Background: an optimization exercise with open tools, aiming at small area and a short achievable clock period. Do not read the settings as production practice. At most, simulation tests tie the RTL to the original design; equivalence was not proved. Power is estimated from default activity; no workload was simulated.

## bist_top
module bist_top #(
    parameter size   = 6,   
    parameter length = 8    
)(
    input  logic               start,
    input  logic               rst,
    input  logic               clk,
    input  logic               csin,
    input  logic               rwbarin,
    input  logic               opr,
    input  logic [size-1:0]    address,
    input  logic [length-1:0]  datain,
    output logic [length-1:0]  dataout,
    output logic               fail
);
    function automatic logic [7:0] pat(input logic [2:0] s);
        case (s)
            3'd0: pat = 8'hAA;
            3'd1: pat = 8'h55;
            3'd2: pat = 8'hF0;
            3'd3: pat = 8'h0F;
            3'd4: pat = 8'h00;
            3'd5: pat = 8'hFF;
            3'd6: pat = 8'hCC;
            default: pat = 8'h33;
        endcase
    endfunction
    logic       test;
    logic [9:0] q;
    logic       cout;
    logic       test_nx;
    logic [9:0] q_nx;
    logic       cout_nx;
    assign test_nx = test ? !cout : start;
    assign {cout_nx, q_nx} = test ? {1'b0, q} + 11'd1 : 11'd0;
    always_ff @(posedge clk or posedge rst) begin
        if (rst)
            test <= 1'b0;
        else
            test <= test_nx;
    end
    always_ff @(posedge clk) begin
        {cout, q} <= {cout_nx, q_nx};
    end
    logic [7:0] ptn;
    assign ptn = pat(q[2:0]);
    logic              cs, we;
    logic [length-1:0] wdata;
    assign cs    = test | csin;
  ...
Size: about 1200 cells after synthesis, about 29 I/O pins, about 21000 sq um of cells after synthesis.
clock: 6.0 ns
lec_check: 0
cap_margin: 20
core_margin: 2
core_utilization: 60
cts_buf_list: sky130_fd_sc_hd__clkbuf_8
cts_cluster_diameter: 80
cts_cluster_size: 14
setup_slack_margin: 3.0
slew_margin: 20
synth_hierarchical: 1
standard.sh (not shown) runs the stock make flow with config.mk's settings and CLKGATE_MAP_FILE= SYNTH_SCRIPT=/design/flow/synth_recipe.tcl, a recipe that flattens the netlist after the stock synthesis.
==> flow/flow/run.sh <==
#!/bin/bash
# Layout flow: the standard synthesis and layout (standard.sh), with all
# signal ports constrained to one edge of the die (io.tcl) and the port
# buffers made from buf_4 cells. Each step's full output goes to its own log.
set -euo pipefail
work=$(pwd)
bash standard.sh synth > "$work/synth.log" 2>&1
bash standard.sh \
    IO_CONSTRAINTS="$work/flow/io.tcl" \
    "BUFFER_PORTS_ARGS=-buffer_cell sky130_fd_sc_hd__buf_4" \
    finish > "$work/layout.log" 2>&1
==> flow/flow/io.tcl <==
# All ports on the right edge of the die, kept together.
set_io_pin_constraint -group -region right:* -pin_names {
    clk rst start csin rwbarin opr
    address[0] address[1] address[2] address[3] address[4] address[5]
    datain[0] datain[1] datain[2] datain[3] datain[4] datain[5] datain[6] datain[7]
    dataout[0] dataout[1] dataout[2] dataout[3] dataout[4] dataout[5] dataout[6] dataout[7]
    fail
}
The first run passed the timing, DRC and antenna checks.
==> next run, changes <==
==> flow/run.sh (new file) <==
#!/bin/bash
# synth_recipe.tcl (not shown) runs the flow's synth.tcl, then flattens the netlist and writes it again
# the make line also repeats each setting of config.mk as NAME=value (left out here)
make -C /OpenROAD-flow-scripts/flow DESIGN_CONFIG=/design/flow/config.mk WORK_HOME=/design/flow/orfs CLKGATE_MAP_FILE= SYNTH_SCRIPT=/design/flow/synth_recipe.tcl finish
Settings changed: CORE_UTILIZATION 60 to 50.
removed: flow/flow/run.sh
removed: flow/flow/io.tcl
removed: flow/standard.sh
After rerunning: The new run passed the timing, DRC and antenna checks; via count goes down by a few percent; wire length goes down slightly; synthesized cell count stays the same; final area goes down by a few percent; sequential cell count is unchanged; global-route usage goes down by 4.7 points; clock power barely changes; total power goes down slightly.
==> next run, changes <==
Settings changed: CORE_UTILIZATION 50 to 70, PLACE_DENSITY set to 0.78.
After rerunning: Sequential share of layout area went down by 0.93 points; register-to-register slack degrades by 0.26 ns; wire length went up by about 4.6%; design area went up by 1.4%; cell count went down by about 6%; power went up by about 1.1%; sequential cell count does not change; worst setup slack degrades by 0.26 ns; worst hold slack improves by 0.059 ns.
==> next run, changes <==
Settings changed: CORE_UTILIZATION 70 to 60, PLACE_DENSITY 0.78 to not set.
=>
- The changed run ran to the end with no violations
- sequential share of layout area rose by 0.36 points
- sequential power hardly moves
- flip-flop and latch count is unchanged
- wire length fell by 1.4%
- final cell count rose by 3.0%
- first-iteration DRC count fell by 19%
- worst setup slack improved by 0.30 ns
- hold slack got worse by 0.057 ns
- fmax rose by 9.8%
- non-clock buffer count rose by 1

========
== the reference run ==
Another version of the RTL of bist_top (not shown whole).
For scale: about 540 flip-flops, ~29 I/O pins, ~21,000 sq um of cells after synthesis.
Settings: LEC_CHECK=0, CAP_MARGIN=20, CORE_MARGIN=2, CORE_UTILIZATION=60, CTS_BUF_LIST=sky130_fd_sc_hd__clkbuf_8, CTS_CLUSTER_DIAMETER=80, CTS_CLUSTER_SIZE=14, SETUP_SLACK_MARGIN=3.3, SLEW_MARGIN=20, SYNTH_HIERARCHICAL=1; clock period 6.0 ns.
==> flow/flow/run.sh <==
#!/bin/bash
# Layout flow: the standard synthesis and layout (standard.sh), with all
# signal ports constrained to one edge of the die (io.tcl) and the port
# buffers made from buf_4 cells. Each step's full output goes to its own log.
set -euo pipefail
work=$(pwd)
bash standard.sh synth > "$work/synth.log" 2>&1
bash standard.sh \
    IO_CONSTRAINTS="$work/flow/io.tcl" \
    "BUFFER_PORTS_ARGS=-buffer_cell sky130_fd_sc_hd__buf_4" \
    finish > "$work/layout.log" 2>&1
==> flow/flow/io.tcl <==
# All ports on the right edge of the die, kept together.
set_io_pin_constraint -group -region right:* -pin_names {
    clk rst start csin rwbarin opr
    address[0] address[1] address[2] address[3] address[4] address[5]
    datain[0] datain[1] datain[2] datain[3] datain[4] datain[5] datain[6] datain[7]
    dataout[0] dataout[1] dataout[2] dataout[3] dataout[4] dataout[5] dataout[6] dataout[7]
    fail
}
Setup changes, the reference run to the trial run
Settings: SETUP_SLACK_MARGIN changed from 3.3 to 3.0.
Results
Critical path required time delta for the trial run relative to the reference run: 0.05 ns higher
The standard cells in the trial run occupy less silicon area than those in the reference run do.
In the flow results for the trial run and the reference run, the final critical path time including I/O delays and setup is larger on the reference run.
Function was not checked in any run of this note: the RTL went through the layout flow alone.

========
bist_top, a different RTL version from the one above (not shown whole).
Size in the first run: about 29 I/O pins.
clock: 6.0 ns
lec_check: 0
cap_margin: 20
core_margin: 2
core_utilization: 40
cts_buf_list: sky130_fd_sc_hd__clkbuf_4 sky130_fd_sc_hd__clkbuf_8
setup_slack_margin: 3.2
slew_margin: 20
synth_hierarchical: 1
run.sh (not shown) runs the stock make flow with config.mk's settings and CLKGATE_MAP_FILE= SYNTH_SCRIPT=/design/flow/synth_recipe.tcl, a recipe that flattens the netlist after the stock synthesis.
Stock flow here: none of the scripts above is used.
==> next run, changes <==
SETUP_SLACK_MARGIN = unset   (was 3.2)
What happened: Via count decreases by 8.1%; routed wire length is lower by about 12%; synthesized area is unchanged; critical path depth shrinks by 2; utilization shrinks by 5.5 points; sequential share of layout area is higher by 7.3 points; total power shrinks by 6.7%; die area stays the same.
No run of this note included a check of the RTL's function; only the layout flow was run.

========
bist_top, a different RTL version from the one above (not shown whole).
For scale: roughly 1300 cells after synthesis, about 29 I/O pins, roughly 0.021 mm² of cells after synthesis.
==> flow/config.mk <==
export PLATFORM = sky130hd
export DESIGN_NAME = bist_top
export DESIGN_NICKNAME = bist_top
export VERILOG_FILES = /design/flow/design.v
export SDC_FILE = /design/flow/constraint.sdc
export NUM_CORES = 4
export LEC_CHECK = 0
export CAP_MARGIN = 20
export CORE_MARGIN = 2
export CORE_UTILIZATION = 60
export CTS_BUF_LIST = sky130_fd_sc_hd__clkbuf_8
export CTS_CLUSTER_DIAMETER = 80
export CTS_CLUSTER_SIZE = 14
export SETUP_SLACK_MARGIN = 3.0
export SLEW_MARGIN = 20
export SYNTH_HIERARCHICAL = 1
==> flow/constraint.sdc <==
create_clock -name core_clock -period 6.0 [get_ports {clk}]
set_input_delay 1.2000 -clock core_clock [delete_from_list [all_inputs] [get_ports {clk}]]
set_output_delay 1.2000 -clock core_clock [all_outputs]
set_load 0.01 [all_outputs]
standard.sh (not shown) runs the stock make flow with config.mk's settings and CLKGATE_MAP_FILE= SYNTH_SCRIPT=/design/flow/synth_recipe.tcl, a recipe that flattens the netlist after the stock synthesis.
==> flow/flow/run.sh <==
#!/bin/bash
# Layout flow: the standard synthesis (standard.sh synth), then its
# standard layout with two changes for the steps after synthesis: the port
# buffers are buf_4 cells, and the slow low-power inverters and delay cells
# are added to the platform's don't-use list so that the resizer does not
# pick them. The floorplan step removes synthesis buffers instead of
# repairing timing before placement. Each step's full output goes to its own log.
set -euo pipefail
work=$(pwd)
bash standard.sh synth > "$work/synth.log" 2>&1
bash standard.sh \
    "DONT_USE_CELLS=sky130_fd_sc_hd__probe_p_8 sky130_fd_sc_hd__probec_p_8 sky130_fd_sc_hd__lpflow_bleeder_1 sky130_fd_sc_hd__lpflow_clkbufkapwr_1 sky130_fd_sc_hd__lpflow_clkbufkapwr_16 sky130_fd_sc_hd__lpflow_clkbufkapwr_2 sky130_fd_sc_hd__lpflow_clkbufkapwr_4 sky130_fd_sc_hd__lpflow_clkbufkapwr_8 sky130_fd_sc_hd__lpflow_clkinvkapwr_1 sky130_fd_sc_hd__lpflow_clkinvkapwr_16 sky130_fd_sc_hd__lpflow_clkinvkapwr_2 sky130_fd_sc_hd__lpflow_clkinvkapwr_4 sky130_fd_sc_hd__lpflow_clkinvkapwr_8 sky130_fd_sc_hd__lpflow_decapkapwr_12 sky130_fd_sc_hd__lpflow_decapkapwr_3 sky130_fd_sc_hd__lpflow_decapkapwr_4 sky130_fd_sc_hd__lpflow_decapkapwr_6 sky130_fd_sc_hd__lpflow_decapkapwr_8 sky130_fd_sc_hd__lpflow_inputiso0n_1 sky130_fd_sc_hd__lpflow_inputiso0p_1 sky130_fd_sc_hd__lpflow_inputiso1n_1 sky130_fd_sc_hd__lpflow_inputiso1p_1 sky130_fd_sc_hd__lpflow_inputisolatch_1 sky130_fd_sc_hd__lpflow_isobufsrc_1 sky130_fd_sc_hd__lpflow_isobufsrc_16 sky130_fd_sc_hd__lpflow_isobufsrc_2 sky130_fd_sc_hd__lpflow_isobufsrc_4 sky130_fd_sc_hd__lpflow_isobufsrc_8 sky130_fd_sc_hd__lpflow_isobufsrckapwr_16 sky130_fd_sc_hd__lpflow_lsbuf_lh_hl_isowell_tap_1 sky130_fd_sc_hd__lpflow_lsbuf_lh_hl_isowell_tap_2 sky130_fd_sc_hd__lpflow_lsbuf_lh_hl_isowell_tap_4 sky130_fd_sc_hd__lpflow_lsbuf_lh_isowell_4 sky130_fd_sc_hd__lpflow_lsbuf_lh_isowell_tap_1 sky130_fd_sc_hd__lpflow_lsbuf_lh_isowell_tap_2 sky130_fd_sc_hd__lpflow_lsbuf_lh_isowell_tap_4 sky130_fd_sc_hd__fill_1 sky130_fd_sc_hd__fill_2 sky130_fd_sc_hd__fill_4 sky130_fd_sc_hd__fill_8 sky130_fd_sc_hd__conb_1 sky130_fd_sc_hd__clkinvlp_2 sky130_fd_sc_hd__clkinvlp_4 sky130_fd_sc_hd__clkdlybuf4s15_1 sky130_fd_sc_hd__clkdlybuf4s15_2 sky130_fd_sc_hd__clkdlybuf4s18_1 sky130_fd_sc_hd__clkdlybuf4s18_2 sky130_fd_sc_hd__clkdlybuf4s25_1 sky130_fd_sc_hd__clkdlybuf4s25_2 sky130_fd_sc_hd__clkdlybuf4s50_1 sky130_fd_sc_hd__clkdlybuf4s50_2 sky130_fd_sc_hd__dlygate4sd1_1 sky130_fd_sc_hd__dlygate4sd2_1 sky130_fd_sc_hd__dlygate4sd3_1 sky130_fd_sc_hd__dlymetal6s2s_1 sky130_fd_sc_hd__dlymetal6s4s_1 sky130_fd_sc_hd__dlymetal6s6s_1" \
    "BUFFER_PORTS_ARGS=-buffer_cell sky130_fd_sc_hd__buf_4" \
    REMOVE_ABC_BUFFERS=1 \
    finish > "$work/layout.log" 2>&1
The baseline passed the timing, DRC and antenna checks.
Then changed:
--- a/flow/flow/run.sh
+++ b/flow/flow/run.sh
@@ -6,2 +6 @@
-# pick them. The floorplan step removes synthesis buffers instead of
-# repairing timing before placement. Each step's full output goes to its own log.
+# pick them. Each step's full output goes to its own log.
@@ -14 +12,0 @@
-    REMOVE_ABC_BUFFERS=1 \
Settings changed: CTS_CLUSTER_SIZE 14 to 16.
=>
- design area is lower by 2.0%
- synthesized area does not change
- hold slack improved by 25 ps
- routed wire length is lower by 6.1%
- worst setup slack improved by 120 ps
- utilization is lower by 1.4 points
- cell count is lower by about 2.6%
- register-to-register slack improved by 150 ps
Then changed:
Settings changed: SETUP_SLACK_MARGIN 3.0 to 3.15.
Result:
- global-route usage came out higher by 0.23 points
- synthesized area stays the same
- clock skew is about the same
- worst setup slack gains 12 ps
- flip-flop and latch count is unchanged
Then changed:
Settings changed: CTS_CLUSTER_SIZE 16 to 14, SETUP_SLACK_MARGIN 3.15 to 3.0.
=> Hold slack degrades by 29 ps. Power decreases by a few percent. Final area falls by a few percent. Worst setup slack got worse by 9.5 ps. Flip-flop and latch count is unchanged. Non-clock buffer count decreases by 62. Utilization decreases by 3.7 points. Critical path depth grows by 7. Register-to-register slack got worse by 20 ps. Clock-buffer cell count went up by 4.

-- afterwards: timing with drivers on the ports --
The results above use ideal ports. As a check the final layouts listed here were re-extracted and re-timed, cells and wires unchanged. Step 1 (the two cells are an assumption about what drives the block):
set clk [get_ports {clk}]
set_driving_cell -lib_cell sky130_fd_sc_hd__clkbuf_16 $clk
set_driving_cell -lib_cell sky130_fd_sc_hd__buf_2 [delete_from_list [all_inputs] $clk]
Step 2 adds t to the input delays and takes it off the output delays; t is the mean of the earliest and latest rising clock arrival at the registers after step 1. Input paths then give back, and output paths get back, about the clock's delay inside the block. Slacks: ideal / step 1 / step 2; pairs: ideal / step 1.
| run | t (ns) | slack for setup (ns) | worst setup path at the end | worst slew at a driven data input, ns |
|---|---|---|---|---|
| the first run of note 1 | 0.620 | 2.918 / 2.890 / 2.281 | input to register | 0.11 |
| the second run of note 1 | 0.674 | 2.917 / 2.917 / 2.263 | input to register | 0.07 |
| the third run of note 1 | 0.647 | 2.658 / 2.658 / 2.173 | input to register | 0.08 |
| the fourth run of note 1 | 0.679 | 2.957 / 2.917 / 2.269 | input to register | 0.08 |
| the reference run | 0.639 | 2.858 / 2.835 / 2.197 | input to register | 0.13 |
| the trial run | 0.667 | 2.905 / 2.864 / 2.197 | input to register | 0.12 |
| the first run of note 3 | 0.703 | 2.256 / 2.275 / 1.572 | input to register | 0.12 |
| the second run of note 3 | 0.699 | 1.309 / 1.335 / 0.636 | input to register | 0.04 |
| the first run of note 4 | 0.643 | 2.861 / 2.861 / 2.251 | input to register | 0.11 |
| the second run of note 4 | 0.626 | 2.980 / 2.953 / 2.378 | input to register | 0.08 |
| the third run of note 4 | 0.622 | 2.992 / 2.955 / 2.368 | input to register | 0.07 |
| the fourth run of note 4 | 0.675 | 2.982 / 2.963 / 2.326 | input to register | 0.09 |
After both steps setup and hold are still met in every run listed. For the trial run, which loses most, drivers alone change the setup slack by -0.041 ns; drivers and shift together by -0.708 ns.
